Background: an optimization exercise with open tools, aiming at small area and a short achievable clock period. Do not read the settings as production practice. RTL that was checked went through simulation tests only; none was proved equivalent to the original.

==> try-xenon <==
// mac
module mac (
    input  logic clk,
    input  logic rst,
    input  logic signed [15:0] a_in,
    input  logic signed [15:0] b_in,
    input  logic acc_clear,
    output logic acc_out_valid,
    output logic signed [34:0] acc_out
);
==> flow/config.mk <==
export PLATFORM = sky130hd
export DESIGN_NAME = mac
export DESIGN_NICKNAME = mac
export VERILOG_FILES = /design/flow/design.v
export SDC_FILE = /design/flow/constraint.sdc
export NUM_CORES = 4
export LEC_CHECK = 0
export CAP_MARGIN = 20
export CORE_MARGIN = 2
export CORE_UTILIZATION = 40
export SETUP_SLACK_MARGIN = 4.5
export SLEW_MARGIN = 60
export SYNTH_HIERARCHICAL = 1
export SYNTH_MINIMUM_KEEP_SIZE = 0
export TNS_END_PERCENT = 0
==> flow/constraint.sdc <==
create_clock -name core_clock -period 7.5 [get_ports {clk}]
set_input_delay 1.5000 -clock core_clock [delete_from_list [all_inputs] [get_ports {clk}]]
set_output_delay 1.5000 -clock core_clock [all_outputs]
set_load 0.01 [all_outputs]
standard.sh (not shown) runs the stock make flow with config.mk's settings and CLKGATE_MAP_FILE= SYNTH_SCRIPT=/design/flow/synth_recipe.tcl, a recipe that flattens the netlist after the stock synthesis.
==> flow/flow/run.sh <==
#!/bin/bash
# Standard ORFS layout (the standard.sh, standard synthesis unchanged); the only
# difference is the cell used for the port buffers that buffer_ports inserts.
set -euo pipefail
export BUFFER_PORTS_ARGS="-buffer_cell sky130_fd_sc_hd__buf_2"
bash standard.sh > standard_flow.log 2>&1
==> inputs of try-pepper, as changes to try-xenon <==
--- a/flow/design.v
+++ b/flow/design.v
@@ -65,132 +65,132 @@
 mac_ha u_ha11 (.a(c7), .b(s10), .s(s11), .co(c11));
 mac_fa u_fa12 (.a(neg_r[3]), .b(pp0[6]), .c(pp1[4]), .s(s12), .co(c12));
 mac_fa u_fa13 (.a(pp2[2]), .b(pp3[0]), .c(c9), .s(s13), .co(c13));
 mac_fa u_fa14 (.a(s12), .b(s13), .c(acc_in_s[6]), .s(s14), .co(c14));
 mac_fa u_fa15 (.a(acc_in_c[6]), .b(c10), .c(s14), .s(s15), .co(c15));
 mac_fa u_fa16 (.a(pp0[7]), .b(pp1[5]), .c(pp2[3]), .s(s16), .co(c16));
 mac_fa u_fa17 (.a(pp3[1]), .b(c12), .c(s16), .s(s17), .co(c17));
-mac_fa u_fa18 (.a(c13), .b(s17), .c(acc_in_s[7]), .s(s18), .co(c18));
+mac_fa u_fa18 (.a(c13), .b(acc_in_s[7]), .c(s17), .s(s18), .co(c18));
 mac_ha u_ha19 (.a(c14), .b(s18), .s(s19), .co(c19));
 mac_fa u_fa20 (.a(neg_r[4]), .b(pp0[8]), .c(pp1[6]), .s(s20), .co(c20));
 mac_fa u_fa21 (.a(pp2[4]), .b(pp3[2]), .c(pp4[0]), .s(s21), .co(c21));
 mac_fa u_fa22 (.a(c16), .b(s20), .c(s21), .s(s22), .co(c22));
-mac_fa u_fa23 (.a(c17), .b(s22), .c(acc_in_s[8]), .s(s23), .co(c23));
-mac_fa u_fa24 (.a(acc_in_c[8]), .b(c18), .c(s23), .s(s24), .co(c24));
+mac_fa u_fa23 (.a(c17), .b(acc_in_s[8]), .c(acc_in_c[8]), .s(s23), .co(c23));
+mac_fa u_fa24 (.a(s22), .b(c18), .c(s23), .s(s24), .co(c24));
 mac_fa u_fa25 (.a(pp0[9]), .b(pp1[7]), .c(pp2[5]), .s(s25), .co(c25));
 mac_fa u_fa26 (.a(pp3[3]), .b(pp4[1]), .c(c20), .s(s26), .co(c26));
-mac_fa u_fa27 (.a(c21), .b(s25), .c(c22), .s(s27), .co(c27));
-mac_fa u_fa28 (.a(s26), .b(acc_in_s[9]), .c(acc_in_c[9]), .s(s28), .co(c28));
-mac_fa u_fa29 (.a(s27), .b(c23), .c(s28), .s(s29), .co(c29));
+mac_fa u_fa27 (.a(c21), .b(s25), .c(s26), .s(s27), .co(c27));
+mac_fa u_fa28 (.a(c22), .b(acc_in_s[9]), .c(acc_in_c[9]), .s(s28), .co(c28));
+mac_fa u_fa29 (.a(c23), .b(s27), .c(s28), .s(s29), .co(c29));
 mac_fa u_fa30 (.a(neg_r[5]), .b(pp0[10]), .c(pp1[8]), .s(s30), .co(c30));
 mac_fa u_fa31 (.a(pp2[6]), .b(pp3[4]), .c(pp4[2]), .s(s31), .co(c31));
 mac_fa u_fa32 (.a(pp5[0]), .b(c25), .c(s30), .s(s32), .co(c32));
-mac_fa u_fa33 (.a(s31), .b(c26), .c(s32), .s(s33), .co(c33));
-mac_fa u_fa34 (.a(acc_in_s[10]), .b(acc_in_c[10]), .c(c27), .s(s34), .co(c34));
+mac_fa u_fa33 (.a(s31), .b(c26), .c(acc_in_s[10]), .s(s33), .co(c33));
+mac_fa u_fa34 (.a(acc_in_c[10]), .b(s32), .c(c27), .s(s34), .co(c34));
 mac_fa u_fa35 (.a(c28), .b(s33), .c(s34), .s(s35), .co(c35));
 mac_fa u_fa36 (.a(pp0[11]), .b(pp1[9]), .c(pp2[7]), .s(s36), .co(c36));
 mac_fa u_fa37 (.a(pp3[5]), .b(pp4[3]), .c(pp5[1]), .s(s37), .co(c37));
 mac_fa u_fa38 (.a(c30), .b(c31), .c(s36), .s(s38), .co(c38));
-mac_fa u_fa39 (.a(s37), .b(c32), .c(s38), .s(s39), .co(c39));
-mac_fa u_fa40 (.a(acc_in_s[11]), .b(acc_in_c[11]), .c(c33), .s(s40), .co(c40));
+mac_fa u_fa39 (.a(s37), .b(c32), .c(acc_in_s[11]), .s(s39), .co(c39));
+mac_fa u_fa40 (.a(acc_in_c[11]), .b(s38), .c(c33), .s(s40), .co(c40));
 mac_fa u_fa41 (.a(s39), .b(c34), .c(s40), .s(s41), .co(c41));
 mac_fa u_fa42 (.a(neg_r[6]), .b(pp0[12]), .c(pp1[10]), .s(s42), .co(c42));
 mac_fa u_fa43 (.a(pp2[8]), .b(pp3[6]), .c(pp4[4]), .s(s43), .co(c43));
 mac_fa u_fa44 (.a(pp5[2]), .b(pp6[0]), .c(c36), .s(s44), .co(c44));
 mac_fa u_fa45 (.a(c37), .b(s42), .c(s43), .s(s45), .co(c45));
-mac_fa u_fa46 (.a(c38), .b(s44), .c(s45), .s(s46), .co(c46));
-mac_fa u_fa47 (.a(acc_in_s[12]), .b(acc_in_c[12]), .c(c39), .s(s47), .co(c47));
+mac_fa u_fa46 (.a(s44), .b(c38), .c(acc_in_s[12]), .s(s46), .co(c46));
+mac_fa u_fa47 (.a(acc_in_c[12]), .b(s45), .c(c39), .s(s47), .co(c47));
 mac_fa u_fa48 (.a(s46), .b(c40), .c(s47), .s(s48), .co(c48));
 mac_fa u_fa49 (.a(pp0[13]), .b(pp1[11]), .c(pp2[9]), .s(s49), .co(c49));
 mac_fa u_fa50 (.a(pp3[7]), .b(pp4[5]), .c(pp5[3]), .s(s50), .co(c50));
 mac_fa u_fa51 (.a(pp6[1]), .b(c42), .c(c43), .s(s51), .co(c51));
 mac_fa u_fa52 (.a(s49), .b(s50), .c(c44), .s(s52), .co(c52));
-mac_fa u_fa53 (.a(c45), .b(s51), .c(acc_in_s[13]), .s(s53), .co(c53));
+mac_fa u_fa53 (.a(s51), .b(c45), .c(acc_in_s[13]), .s(s53), .co(c53));
 mac_fa u_fa54 (.a(acc_in_c[13]), .b(s52), .c(c46), .s(s54), .co(c54));
 mac_fa u_fa55 (.a(s53), .b(c47), .c(s54), .s(s55), .co(c55));
 mac_fa u_fa56 (.a(neg_r[7]), .b(pp0[14]), .c(pp1[12]), .s(s56), .co(c56));
 mac_fa u_fa57 (.a(pp2[10]), .b(pp3[8]), .c(pp4[6]), .s(s57), .co(c57));
 mac_fa u_fa58 (.a(pp5[4]), .b(pp6[2]), .c(pp7[0]), .s(s58), .co(c58));
 mac_fa u_fa59 (.a(c49), .b(c50), .c(s56), .s(s59), .co(c59));
 mac_fa u_fa60 (.a(s57), .b(s58), .c(c51), .s(s60), .co(c60));
-mac_fa u_fa61 (.a(s59), .b(acc_in_s[14]), .c(acc_in_c[14]), .s(s61), .co(c61));
+mac_fa u_fa61 (.a(acc_in_s[14]), .b(acc_in_c[14]), .c(s59), .s(s61), .co(c61));
 mac_fa u_fa62 (.a(c52), .b(s60), .c(c53), .s(s62), .co(c62));
 mac_fa u_fa63 (.a(s61), .b(c54), .c(s62), .s(s63), .co(c63));
 mac_fa u_fa64 (.a(pp0[15]), .b(pp1[13]), .c(pp2[11]), .s(s64), .co(c64));
 mac_fa u_fa65 (.a(pp3[9]), .b(pp4[7]), .c(pp5[5]), .s(s65), .co(c65));
 mac_fa u_fa66 (.a(pp6[3]), .b(pp7[1]), .c(c56), .s(s66), .co(c66));
 mac_fa u_fa67 (.a(c57), .b(c58), .c(s64), .s(s67), .co(c67));
-mac_fa u_fa68 (.a(s65), .b(c59), .c(s66), .s(s68), .co(c68));
-mac_fa u_fa69 (.a(s67), .b(acc_in_s[15]), .c(acc_in_c[15]), .s(s69), .co(c69));
-mac_fa u_fa70 (.a(c60), .b(s68), .c(c61), .s(s70), .co(c70));
+mac_fa u_fa68 (.a(s65), .b(s66), .c(c59), .s(s68), .co(c68));
+mac_fa u_fa69 (.a(acc_in_s[15]), .b(acc_in_c[15]), .c(s67), .s(s69), .co(c69));
+mac_fa u_fa70 (.a(c60), .b(c61), .c(s68), .s(s70), .co(c70));
 mac_fa u_fa71 (.a(s69), .b(c62), .c(s70), .s(s71), .co(c71));
 mac_fa u_fa72 (.a(pp0[16]), .b(pp1[14]), .c(pp2[12]), .s(s72), .co(c72));
 mac_fa u_fa73 (.a(pp3[10]), .b(pp4[8]), .c(pp5[6]), .s(s73), .co(c73));
 mac_fa u_fa74 (.a(pp6[4]), .b(pp7[2]), .c(c64), .s(s74), .co(c74));
 mac_fa u_fa75 (.a(c65), .b(s72), .c(s73), .s(s75), .co(c75));
-mac_fa u_fa76 (.a(c66), .b(c67), .c(s74), .s(s76), .co(c76));
-mac_fa u_fa77 (.a(s75), .b(acc_in_s[16]), .c(acc_in_c[16]), .s(s77), .co(c77));
-mac_fa u_fa78 (.a(c68), .b(s76), .c(c69), .s(s78), .co(c78));
+mac_fa u_fa76 (.a(c66), .b(s74), .c(c67), .s(s76), .co(c76));
+mac_fa u_fa77 (.a(acc_in_s[16]), .b(acc_in_c[16]), .c(s75), .s(s77), .co(c77));
+mac_fa u_fa78 (.a(c68), .b(c69), .c(s76), .s(s78), .co(c78));
 mac_fa u_fa79 (.a(s77), .b(c70), .c(s78), .s(s79), .co(c79));
 mac_fa u_fa80 (.a(pp0[16]), .b(pp1[15]), .c(pp2[13]), .s(s80), .co(c80));
 mac_fa u_fa81 (.a(pp3[11]), .b(pp4[9]), .c(pp5[7]), .s(s81), .co(c81));
 mac_fa u_fa82 (.a(pp6[5]), .b(pp7[3]), .c(c72), .s(s82), .co(c82));
 mac_fa u_fa83 (.a(c73), .b(s80), .c(s81), .s(s83), .co(c83));
-mac_fa u_fa84 (.a(c74), .b(c75), .c(s82), .s(s84), .co(c84));
-mac_fa u_fa85 (.a(s83), .b(acc_in_s[17]), .c(acc_in_c[17]), .s(s85), .co(c85));
-mac_fa u_fa86 (.a(c76), .b(s84), .c(c77), .s(s86), .co(c86));
+mac_fa u_fa84 (.a(c74), .b(s82), .c(c75), .s(s84), .co(c84));
+mac_fa u_fa85 (.a(acc_in_s[17]), .b(acc_in_c[17]), .c(s83), .s(s85), .co(c85));
+mac_fa u_fa86 (.a(c76), .b(c77), .c(s84), .s(s86), .co(c86));
 mac_fa u_fa87 (.a(s85), .b(c78), .c(s86), .s(s87), .co(c87));
 mac_fa u_fa88 (.a(~pp0[16]), .b(~pp1[16]), .c(pp2[14]), .s(s88), .co(c88));
 mac_fa u_fa89 (.a(pp3[12]), .b(pp4[10]), .c(pp5[8]), .s(s89), .co(c89));
 mac_fa u_fa90 (.a(pp6[6]), .b(pp7[4]), .c(c80), .s(s90), .co(c90));
 mac_fa u_fa91 (.a(c81), .b(s88), .c(s89), .s(s91), .co(c91));
-mac_fa u_fa92 (.a(c82), .b(c83), .c(s90), .s(s92), .co(c92));
-mac_fa u_fa93 (.a(s91), .b(acc_in_s[18]), .c(acc_in_c[18]), .s(s93), .co(c93));
-mac_fa u_fa94 (.a(c84), .b(s92), .c(c85), .s(s94), .co(c94));
+mac_fa u_fa92 (.a(c82), .b(s90), .c(c83), .s(s92), .co(c92));
+mac_fa u_fa93 (.a(acc_in_s[18]), .b(acc_in_c[18]), .c(s91), .s(s93), .co(c93));
+mac_fa u_fa94 (.a(c84), .b(c85), .c(s92), .s(s94), .co(c94));
 mac_fa u_fa95 (.a(s93), .b(c86), .c(s94), .s(s95), .co(c95));
 mac_fa u_fa96 (.a(pp2[15]), .b(pp3[13]), .c(pp4[11]), .s(s96), .co(c96));
 mac_fa u_fa97 (.a(pp5[9]), .b(pp6[7]), .c(pp7[5]), .s(s97), .co(c97));
 mac_fa u_fa98 (.a(c88), .b(c89), .c(s96), .s(s98), .co(c98));
 mac_fa u_fa99 (.a(s97), .b(c90), .c(c91), .s(s99), .co(c99));
-mac_fa u_fa100 (.a(s98), .b(~acc_in_s[19]), .c(acc_in_c[19]), .s(s100), .co(c100));
-mac_fa u_fa101 (.a(c92), .b(s99), .c(c93), .s(s101), .co(c101));
+mac_fa u_fa100 (.a(~acc_in_s[19]), .b(acc_in_c[19]), .c(s98), .s(s100), .co(c100));
+mac_fa u_fa101 (.a(c92), .b(c93), .c(s99), .s(s101), .co(c101));
 mac_fa u_fa102 (.a(s100), .b(c94), .c(s101), .s(s102), .co(c102));
 mac_fa u_fa103 (.a(~pp2[16]), .b(pp3[14]), .c(pp4[12]), .s(s103), .co(c103));
 mac_fa u_fa104 (.a(pp5[10]), .b(pp6[8]), .c(pp7[6]), .s(s104), .co(c104));
 mac_fa u_fa105 (.a(c96), .b(c97), .c(s103), .s(s105), .co(c105));
-mac_fa u_fa106 (.a(s104), .b(c98), .c(s105), .s(s106), .co(c106));
-mac_fa u_fa107 (.a(acc_in_s[20]), .b(acc_in_c[20]), .c(acc_in_s[19]), .s(s107), .co(c107));
+mac_fa u_fa106 (.a(s104), .b(c98), .c(acc_in_s[20]), .s(s106), .co(c106));
+mac_fa u_fa107 (.a(acc_in_c[20]), .b(acc_in_s[19]), .c(s105), .s(s107), .co(c107));
 mac_fa u_fa108 (.a(c99), .b(c100), .c(s106), .s(s108), .co(c108));
 mac_fa u_fa109 (.a(s107), .b(c101), .c(s108), .s(s109), .co(c109));
 mac_fa u_fa110 (.a(pp3[15]), .b(pp4[13]), .c(pp5[11]), .s(s110), .co(c110));
 mac_fa u_fa111 (.a(pp6[9]), .b(pp7[7]), .c(c103), .s(s111), .co(c111));
-mac_fa u_fa112 (.a(c104), .b(s110), .c(c105), .s(s112), .co(c112));
-mac_fa u_fa113 (.a(s111), .b(~acc_in_s[21]), .c(acc_in_c[21]), .s(s113), .co(c113));
-mac_fa u_fa114 (.a(c106), .b(s112), .c(c107), .s(s114), .co(c114));
+mac_fa u_fa112 (.a(c104), .b(s110), .c(s111), .s(s112), .co(c112));
+mac_fa u_fa113 (.a(c105), .b(~acc_in_s[21]), .c(acc_in_c[21]), .s(s113), .co(c113));
+mac_fa u_fa114 (.a(c106), .b(c107), .c(s112), .s(s114), .co(c114));
 mac_fa u_fa115 (.a(s113), .b(c108), .c(s114), .s(s115), .co(c115));
 mac_fa u_fa116 (.a(~pp3[16]), .b(pp4[14]), .c(pp5[12]), .s(s116), .co(c116));
 mac_fa u_fa117 (.a(pp6[10]), .b(pp7[8]), .c(c110), .s(s117), .co(c117));
 mac_fa u_fa118 (.a(s116), .b(c111), .c(s117), .s(s118), .co(c118));
 mac_fa u_fa119 (.a(acc_in_s[22]), .b(acc_in_c[22]), .c(acc_in_s[21]), .s(s119), .co(c119));
-mac_fa u_fa120 (.a(c112), .b(s118), .c(c113), .s(s120), .co(c120));
+mac_fa u_fa120 (.a(c112), .b(c113), .c(s118), .s(s120), .co(c120));
 mac_fa u_fa121 (.a(s119), .b(c114), .c(s120), .s(s121), .co(c121));
 mac_fa u_fa122 (.a(pp4[15]), .b(pp5[13]), .c(pp6[11]), .s(s122), .co(c122));
 mac_fa u_fa123 (.a(pp7[9]), .b(c116), .c(s122), .s(s123), .co(c123));
-mac_fa u_fa124 (.a(c117), .b(s123), .c(~acc_in_s[23]), .s(s124), .co(c124));
-mac_fa u_fa125 (.a(acc_in_c[23]), .b(c118), .c(c119), .s(s125), .co(c125));
+mac_fa u_fa124 (.a(c117), .b(~acc_in_s[23]), .c(acc_in_c[23]), .s(s124), .co(c124));
+mac_fa u_fa125 (.a(s123), .b(c118), .c(c119), .s(s125), .co(c125));
 mac_fa u_fa126 (.a(s124), .b(c120), .c(s125), .s(s126), .co(c126));
 mac_fa u_fa127 (.a(~pp4[16]), .b(pp5[14]), .c(pp6[12]), .s(s127), .co(c127));
 mac_fa u_fa128 (.a(pp7[10]), .b(c122), .c(s127), .s(s128), .co(c128));
-mac_fa u_fa129 (.a(c123), .b(s128), .c(acc_in_s[24]), .s(s129), .co(c129));
-mac_fa u_fa130 (.a(acc_in_c[24]), .b(acc_in_s[23]), .c(c124), .s(s130), .co(c130));
+mac_fa u_fa129 (.a(c123), .b(acc_in_s[24]), .c(acc_in_c[24]), .s(s129), .co(c129));
+mac_fa u_fa130 (.a(acc_in_s[23]), .b(s128), .c(c124), .s(s130), .co(c130));
 mac_fa u_fa131 (.a(s129), .b(c125), .c(s130), .s(s131), .co(c131));
 mac_fa u_fa132 (.a(pp5[15]), .b(pp6[13]), .c(pp7[11]), .s(s132), .co(c132));
 mac_fa u_fa133 (.a(c127), .b(s132), .c(c128), .s(s133), .co(c133));
-mac_fa u_fa134 (.a(~acc_in_s[25]), .b(acc_in_c[25]), .c(s133), .s(s134), .co(c134));
-mac_fa u_fa135 (.a(c129), .b(c130), .c(s134), .s(s135), .co(c135));
+mac_fa u_fa134 (.a(~acc_in_s[25]), .b(acc_in_c[25]), .c(c129), .s(s134), .co(c134));
+mac_fa u_fa135 (.a(s133), .b(c130), .c(s134), .s(s135), .co(c135));
 mac_fa u_fa136 (.a(~pp5[16]), .b(pp6[14]), .c(pp7[12]), .s(s136), .co(c136));
 mac_fa u_fa137 (.a(c132), .b(s136), .c(acc_in_s[26]), .s(s137), .co(c137));
 mac_fa u_fa138 (.a(acc_in_c[26]), .b(acc_in_s[25]), .c(c133), .s(s138), .co(c138));
 mac_fa u_fa139 (.a(s137), .b(c134), .c(s138), .s(s139), .co(c139));
 mac_fa u_fa140 (.a(pp6[15]), .b(pp7[13]), .c(c136), .s(s140), .co(c140));
 mac_fa u_fa141 (.a(s140), .b(~acc_in_s[27]), .c(acc_in_c[27]), .s(s141), .co(c141));
 mac_fa u_fa142 (.a(c137), .b(s141), .c(c138), .s(s142), .co(c142));
CORE_UTILIZATION = 50   (was 40)
==> flow_summary_export.csv <==
group,metric,value,unit
outcome,outcome,"complete, no violations",
routing,routedWlPerCell,18.3,um
cells_and_area,multi_input_area_share,0.671,
setup_path,critPathArrivalTime,2.28,ns
routing,vias,8192,
setup_path,r2r-start,"a_r[13]",
placed_design,place.gp.congestion,0.855,
placed_design,place_inst,1383,
cells_and_area,regArea,0.00232,sq mm
timing,max_freq,265,MHz
cells_and_area,final_cell_mix,"nand2_1 (136), xnor2_1 (129), fa_1 (129)",
power_and_ir_drop,sw_frac_of_total,0.444,
hold_path,min_to,"acc_s[1]",
clock_network,cts_resized,90,
setup_path,slowest_stage,"dfxtp_4",
setup_path,path_depth,9,
[end of results for try-pepper]
==> flow_summary_export.csv <==
group,metric,value,unit
placed_design,place.gp.congestion,0.805,
clock_network,cts_resized,63,
timing,max_freq,261,MHz
setup_path,r2r-start,"one_r[0]",
placed_design,place_inst,1441,
cells_and_area,multi_input_area_share,0.673,
outcome,outcome,"complete, no violations",
setup_path,path_depth,8,
cells_and_area,final_cell_mix,"nand2_1 (135), xnor2_1 (128), fa_1 (127)",
setup_path,slowest_stage,"dfxtp_1",
hold_path,min_to,"acc_cr[26]",
power_and_ir_drop,sw_frac_of_total,0.447,
routing,vias,8280,
cells_and_area,regArea,0.00231,sq mm
[end of results for try-xenon]
No functional check of the RTL was part of try-xenon.

==> re-timing with driven ports <==
Ports are ideal in the flow. The routed layouts listed here were re-timed in OpenROAD.
Step 1: set_driving_cell puts a clkbuf_16 on clk and a buf_2 on each other input, an assumption about the parent block.
Step 2 times the ports against the registers' clock, not the clock port: input delays grow and output delays shrink by t, the midpoint of the rising clock arrivals with the driver on.
a / b / c = ideal / step 1 / step 2; a / b = the first two.
| run | t (ns) | setup WS [ns] | worst hold slack (ns) |
|---|---|---|---|
| try-xenon | 0.407 | 3.669 / 3.622 / 3.353 | 0.474 / 0.474 / 0.474 |
| try-pepper | 0.402 | 3.723 / 3.676 / 3.420 | 0.476 / 0.476 / 0.476 |
After both steps every run listed still meets setup and hold. The setup slack of try-xenon, which loses most, moves by -0.047 ns with the drivers and by -0.316 ns with both steps.
